This is an optimization exercise on Yosys and OpenROAD, whose aim is small area and a short achievable clock period, not a production implementation.
At most, simulation tests tie the RTL to the original design; equivalence was not proved.
No activity file was given, so power comes from the tool's default toggle rates.

==> trial 2: inputs <==
==> flow/design.v <==
`timescale 1ns/1ns
module fifo(clock,reset,pin,sin,din,pout,dout, TM, SI, S0);
input clock,reset;
input pin, sin;
input [8:0] din;
output pout;
output [8:0] dout;
output S0;
input TM, SI;
reg [4:0]   memw, memr;    
reg         ne;            
reg         full;          
reg         one;           
reg [8:0]   dq;            
reg [287:0] mem;           
assign pout = ne;
assign S0   = memw[4];
assign dout = dq;
wire write = pin & ~full;
wire pop   = ~sin & ne;
wire [4:0] w1 = memw + 5'd1;
wire [4:0] r1 = memr + 5'd1;
wire [4:0] wt = {memw[3:0], memr[4]};       
wire two    = (memw == memr + 5'd2);          
wire thirty = ((memw + 5'd2) == memr);        
wire ton0   = (wt == {memr[3:0], 1'b1});
wire ton1   = (wt == {r1[3:0], 1'b0});
wire tne0   = (wt != {memr[3:0], 1'b0});
wire tne1   = (wt != {memr[3:0], 1'b1});
wire tfu0   = ((wt + 5'd1) == {memr[3:0], 1'b0});
wire tfu1   = ((wt + 5'd1) == {memr[3:0], 1'b1});
wire tby0   = (memw == {memr[3:0], 1'b0});
wire tby1   = (memw == {memr[3:0], 1'b1});
wire [31:0] wdec = 32'd1 << memw;
integer i;
always @(posedge clock)
  for (i = 0; i < 32; i = i + 1)
    if (write & wdec[i]) mem[9*i +: 9] <= din;
wire [4:0] rn = ~memr;
wire       tn = ~TM, sn = ~SI;
wire [7:0] hn, ht;                   
wire [3:0] ln, lt;                   
genvar e, b, k;
generate
  for (e = 0; e < 8; e = e + 1) begin : g_hi
    fifo_and3 un (.a(e & 4 ? memr[4] : rn[4]), .b(e & 2 ? memr[3] : rn[3]),
                  .c(e & 1 ? memr[2] : rn[2]), .x(hn[e]));
    fifo_and3 ut (.a(e & 4 ? memr[3] : rn[3]), .b(e & 2 ? memr[2] : rn[2]),
                  .c(e & 1 ? memr[1] : rn[1]), .x(ht[e]));
  end
  for (e = 0; e < 4; e = e + 1) begin : g_lo
    fifo_and3 un (.a(tn), .b(e & 2 ? memr[1] : rn[1]),
                  .c(e & 1 ? memr[0] : rn[0]), .x(ln[e]));
    fifo_and3 ut (.a(TM), .b(e & 2 ? memr[0] : rn[0]),
                  .c(e & 1 ? SI : sn), .x(lt[e]));
  end
endgenerate
wire [31:0] sel;
generate
  for (e = 0; e < 32; e = e + 1) begin : g_sel
    fifo_ao22 u (.a1(hn[((e + 31) % 32) / 4]), .a2(ln[(e + 31) % 4]),
                 .b1(ht[e / 4]),               .b2(lt[e % 4]),
                 .x(sel[e]));
  end
endgenerate
wire byp = write & (TM ? (SI ? tby1 : tby0) : (pop ? one : ~ne));
wire ld  = byp | TM | pop;        
wire nbyp = ~byp;
wire rdl = nbyp & (TM | pop);     
wire [8:0] dnext;
generate
  for (b = 0; b < 9; b = b + 1) begin : g_rd
    wire [3:0] g;
    wire [1:0] t;
    wire       h;
    for (e = 0; e < 4; e = e + 1) begin : g_grp
      wire [7:0] m;
      for (k = 0; k < 8; k = k + 1) begin : g_m
        assign m[k] = mem[9*(8*e+k)+b];
      end
      fifo_andor8 u (.s(sel[8*e +: 8]), .m(m), .y(g[e]));
    end
    fifo_nor2   u0 (.a(g[0]), .b(g[1]), .y(t[0]));
    fifo_nor2   u1 (.a(g[2]), .b(g[3]), .y(t[1]));
    fifo_o22ai  u2 (.a1(ld), .a2(dq[b]), .b1(nbyp), .b2(din[b]), .y(h));
    fifo_a31oi  u3 (.a1(rdl), .a2(t[0]), .a3(t[1]), .b1(h), .y(dnext[b]));
  end
endgenerate
always @(posedge clock)
  dq <= dnext;
always @(posedge clock or posedge reset) begin
  if (reset) begin
    memw <= 5'd0;
    memr <= 5'd0;
    ne   <= 1'b0;
    full <= 1'b0;
    one  <= 1'b0;
  end else if (TM) begin
    memw <= wt;
    memr <= {memr[3:0], SI};
    ne   <= SI ? tne1 : tne0;
    full <= SI ? tfu1 : tfu0;
    one  <= SI ? ton1 : ton0;
  end else begin
    memw <= write ? w1 : memw;
    memr <= pop ? r1 : memr;
    if (write & ~pop) begin
      ne   <= 1'b1;
      full <= thirty;
      one  <= ~ne;
    end else if (pop & ~write) begin
      ne   <= ~one;
      full <= 1'b0;
      one  <= two;
    end
  end
end
endmodule
module fifo_and3(input a, b, c, output x);
  assign x = a & b & c;
endmodule
module fifo_nor2(input a, b, output y);
  assign y = ~(a | b);
endmodule
module fifo_o22ai(input a1, a2, b1, b2, output y);
  assign y = ~((a1 | a2) & (b1 | b2));
endmodule
module fifo_a31oi(input a1, a2, a3, b1, output y);
  assign y = ~((a1 & a2 & a3) | b1);
endmodule
module fifo_ao22(input a1, a2, b1, b2, output x);
  assign x = (a1 & a2) | (b1 & b2);
endmodule
module fifo_andor8(input [7:0] s, input [7:0] m, output y);
  assign y = |(s & m);
endmodule
==> flow/flow/run.sh <==
#!/bin/bash
# Layout flow: the standard ORFS flow (standard.sh), with two changes:
#  - the port buffers are plain buf_2 cells instead of the delay cells
#    buffer_ports picks by default;
#  - the clock tree uses larger sink clusters and no dummy loads.
# make's full output goes to flow.log in the work folder; ORFS keeps each
# step's own log under orfs/logs/.
set -euo pipefail
export BUFFER_PORTS_ARGS="-buffer_cell sky130_fd_sc_hd__buf_2"
export CTS_ARGS="-sink_clustering_enable -repair_clock_nets -dont_use_dummy_load -sink_clustering_size 30 -sink_clustering_max_diameter 80 -buf_list {sky130_fd_sc_hd__clkbuf_8 sky130_fd_sc_hd__clkbuf_16}"
bash standard.sh > flow.log 2>&1
==> flow/standard.sh <==
#!/bin/bash
# synth_recipe.tcl (not shown) runs the flow's synth.tcl, then flattens the netlist and writes it again
# the make line also repeats each setting of config.mk as NAME=value (left out here)
make -C /OpenROAD-flow-scripts/flow DESIGN_CONFIG=/design/flow/config.mk WORK_HOME=/design/flow/orfs CLKGATE_MAP_FILE= SYNTH_SCRIPT=/design/flow/synth_recipe.tcl "${@:-finish}"
==> flow/config.mk <==
export PLATFORM = sky130hd
export DESIGN_NAME = fifo
export DESIGN_NICKNAME = fifo
export VERILOG_FILES = /design/flow/design.v
export SDC_FILE = /design/flow/constraint.sdc
export NUM_CORES = 4
export LEC_CHECK = 0
export CAP_MARGIN = 20
export CORE_MARGIN = 2
export CORE_UTILIZATION = 75
export SETUP_SLACK_MARGIN = 1.5
export SLEW_MARGIN = 20
export SYNTH_HIERARCHICAL = 1
==> flow/constraint.sdc <==
create_clock -name core_clock -period 3.5 [get_ports {clock}]
set_input_delay 0.7000 -clock core_clock [delete_from_list [all_inputs] [get_ports {clock}]]
set_output_delay 0.7000 -clock core_clock [all_outputs]
set_load 0.01 [all_outputs]
==> inputs of trial 31, as changes to trial 2 <==
==> flow/design.v (replaced) <==
`timescale 1ns/1ns
module fifo(clock,reset,pin,sin,din,pout,dout, TM, SI, S0);
input clock,reset;
input pin, sin;
input [8:0] din;
output pout;
output [8:0] dout;
output S0;
input TM, SI;
reg [4:0]   memw, memr;    
reg         ne;            
reg [8:0]   dq;            
reg [287:0] mem;           
assign pout = ne;
assign S0   = memw[4];
assign dout = dq;
wire full  = ((memw + 5'd1) == memr);
wire write = pin & ~full;
wire pop   = ~sin & ne;
wire [4:0] r1 = memr + 5'd1;
wire [4:0] wt = {memw[3:0], memr[4]};       
wire one    = (memw == r1);                   
wire tne0   = (wt != {memr[3:0], 1'b0});
wire tne1   = (wt != {memr[3:0], 1'b1});
wire tby0   = (memw == {memr[3:0], 1'b0});
wire tby1   = (memw == {memr[3:0], 1'b1});
wire [31:0] wdec = 32'd1 << memw;
integer i;
always @(posedge clock)
  for (i = 0; i < 32; i = i + 1)
    if (write & wdec[i]) mem[9*i +: 9] <= din;
wire [7:0] hn, ht;                   
wire [3:0] ln, lt;                   
genvar e, b;
generate
  for (e = 0; e < 8; e = e + 1) begin : g_hi
    assign hn[e] = (memr[4:2] == e);
    assign ht[e] = (memr[3:1] == e);
  end
  for (e = 0; e < 4; e = e + 1) begin : g_lo
    assign ln[e] = ~TM & (memr[1:0] == e);
    assign lt[e] = TM & ({memr[0], SI} == e);
  end
endgenerate
wire [31:0] sel;
generate
  for (e = 0; e < 32; e = e + 1) begin : g_sel
    fifo_ao22 u (.a1(hn[((e + 31) % 32) / 4]), .a2(ln[(e + 31) % 4]),
                 .b1(ht[e / 4]),               .b2(lt[e % 4]),
                 .x(sel[e]));
  end
endgenerate
wire [8:0] rd;
generate
  for (b = 0; b < 9; b = b + 1) begin : g_rd
    wire [3:0] g;
    for (e = 0; e < 4; e = e + 1) begin : g_grp
      wire [7:0] m;
      genvar k;
      for (k = 0; k < 8; k = k + 1) begin : g_m
        assign m[k] = mem[9*(8*e+k)+b];
      end
      fifo_andor8 u (.s(sel[8*e +: 8]), .m(m), .y(g[e]));
    end
    assign rd[b] = |g;
  end
endgenerate
wire byp = write & (TM ? (SI ? tby1 : tby0) : (pop ? one : ~ne));
always @(posedge clock)
  if (byp | TM | pop) dq <= byp ? din : rd;
always @(posedge clock or posedge reset) begin
  if (reset) begin
    memw <= 5'd0;
    memr <= 5'd0;
    ne   <= 1'b0;
  end else if (TM) begin
    memw <= wt;
    memr <= {memr[3:0], SI};
    ne   <= SI ? tne1 : tne0;
  end else begin
    memw <= memw + {4'd0, write};
    memr <= memr + {4'd0, pop};
    if (write & ~pop)
      ne <= 1'b1;
    else if (pop & ~write)
      ne <= ~one;
  end
end
endmodule
module fifo_ao22(input a1, a2, b1, b2, output x);
  assign x = (a1 & a2) | (b1 & b2);
endmodule
module fifo_andor8(input [7:0] s, input [7:0] m, output y);
  assign y = |(s & m);
endmodule
==> flow/run.sh (new file) <==
#!/bin/bash
# synth_recipe.tcl (not shown) runs the flow's synth.tcl, then flattens the netlist and writes it again
# the make line also repeats each setting of config.mk as NAME=value (left out here)
make -C /OpenROAD-flow-scripts/flow DESIGN_CONFIG=/design/flow/config.mk WORK_HOME=/design/flow/orfs CLKGATE_MAP_FILE= SYNTH_SCRIPT=/design/flow/synth_recipe.tcl finish
Settings changed: CORE_UTILIZATION 75 to 55, CTS_BUF_LIST from default to sky130_fd_sc_hd__clkbuf_4 sky130_fd_sc_hd__clkbuf_8, SETUP_SLACK_MARGIN 1.5 to 1.0.
removed: flow/flow/run.sh
removed: flow/standard.sh
==> comparison table <==
metric	trial 31	trial 2
Starting utilization of the core area	55.8%	76.9%
Run status	finished clean	finished clean
Inverters, non-clock	14	11
Share of power burned in the clock network	27.2%	21.5%
Flop2flop setup slack	630 ps	1240 ps
Leakage power	5.21 nW	4.49 nW
Met1 WL	14200 um	11300 um
Relative contribution of sequential cells to total power	42.7%	54.5%
Via count of the routed design	8205	8683
Post-synthesis to final-layout area growth	30.3%	16.8%
Syn avg cell area	16.7 sq um	15.8 sq um
Area after detailed placement	0.0133 sq mm	0.0127 sq mm
Clock tree skew after final layout	16.2 ps	41.6 ps
Comb power frac	30.1%	24.1%
Number of placement rows	54	46
Initial antenna violation count	1	0
Required @ worst endpoint	3830 ps	3880 ps
Core Area	0.0218 sq mm	0.0159 sq mm
Instance count of the mapped netlist	726	773
Sequential share of cell area	58.2%	64.3%
Final nets	926	864
Reg-to-reg critical path startpoint	memr[4]	memr[2]
Internal cell power	0.00731 W	0.00571 W
Via count of the first global-routing pass	7872	8108
HPWL after detailed placement	23500 um	20300 um
Clock input transition at the sequential cells of the worst setup and hold paths	60 ps	120 ps
Library cell used as clock root buffer	sky130_fd_sc_hd__clkbuf_8	sky130_fd_sc_hd__clkbuf_16
For trial 31, only the layout was checked, not whether the RTL still works.

## separate check: timing with driven ports
How much do the figures lean on ideal ports? The routed layouts below were timed once more, with nothing changed but the port constraints.
Step 1 (the two cells are an assumption about what drives the block):
set clk [get_ports {clock}]
set_driving_cell -lib_cell sky130_fd_sc_hd__clkbuf_16 $clk
set_driving_cell -lib_cell sky130_fd_sc_hd__buf_2 [delete_from_list [all_inputs] $clk]
Step 2 adds t to the input delays and takes it off the output delays; t is the mean of the earliest and latest rising clock arrival at the registers after step 1. Input paths then give back, and output paths get back, about the clock's delay inside the block.
a / b / c = ideal ports / drivers / drivers and shift; a / b = the first two.
run	t, ns	slack for setup (ns)	hold slack, ns	slew at the worst register clock pin (ns)	worst data-port slew with drivers (ns)
trial 2	0.534	1.237 / 1.237 / 0.799	0.222 / 0.195 / 0.563	0.12 / 0.12	0.05
trial 31	0.619	0.631 / 0.631 / 0.083	0.458 / 0.436 / 0.761	0.07 / 0.07	0.06
After both steps every run listed still meets setup and hold. For trial 31, which loses most, drivers alone change the setup slack by 0.000 ns; drivers and shift together by -0.548 ns.
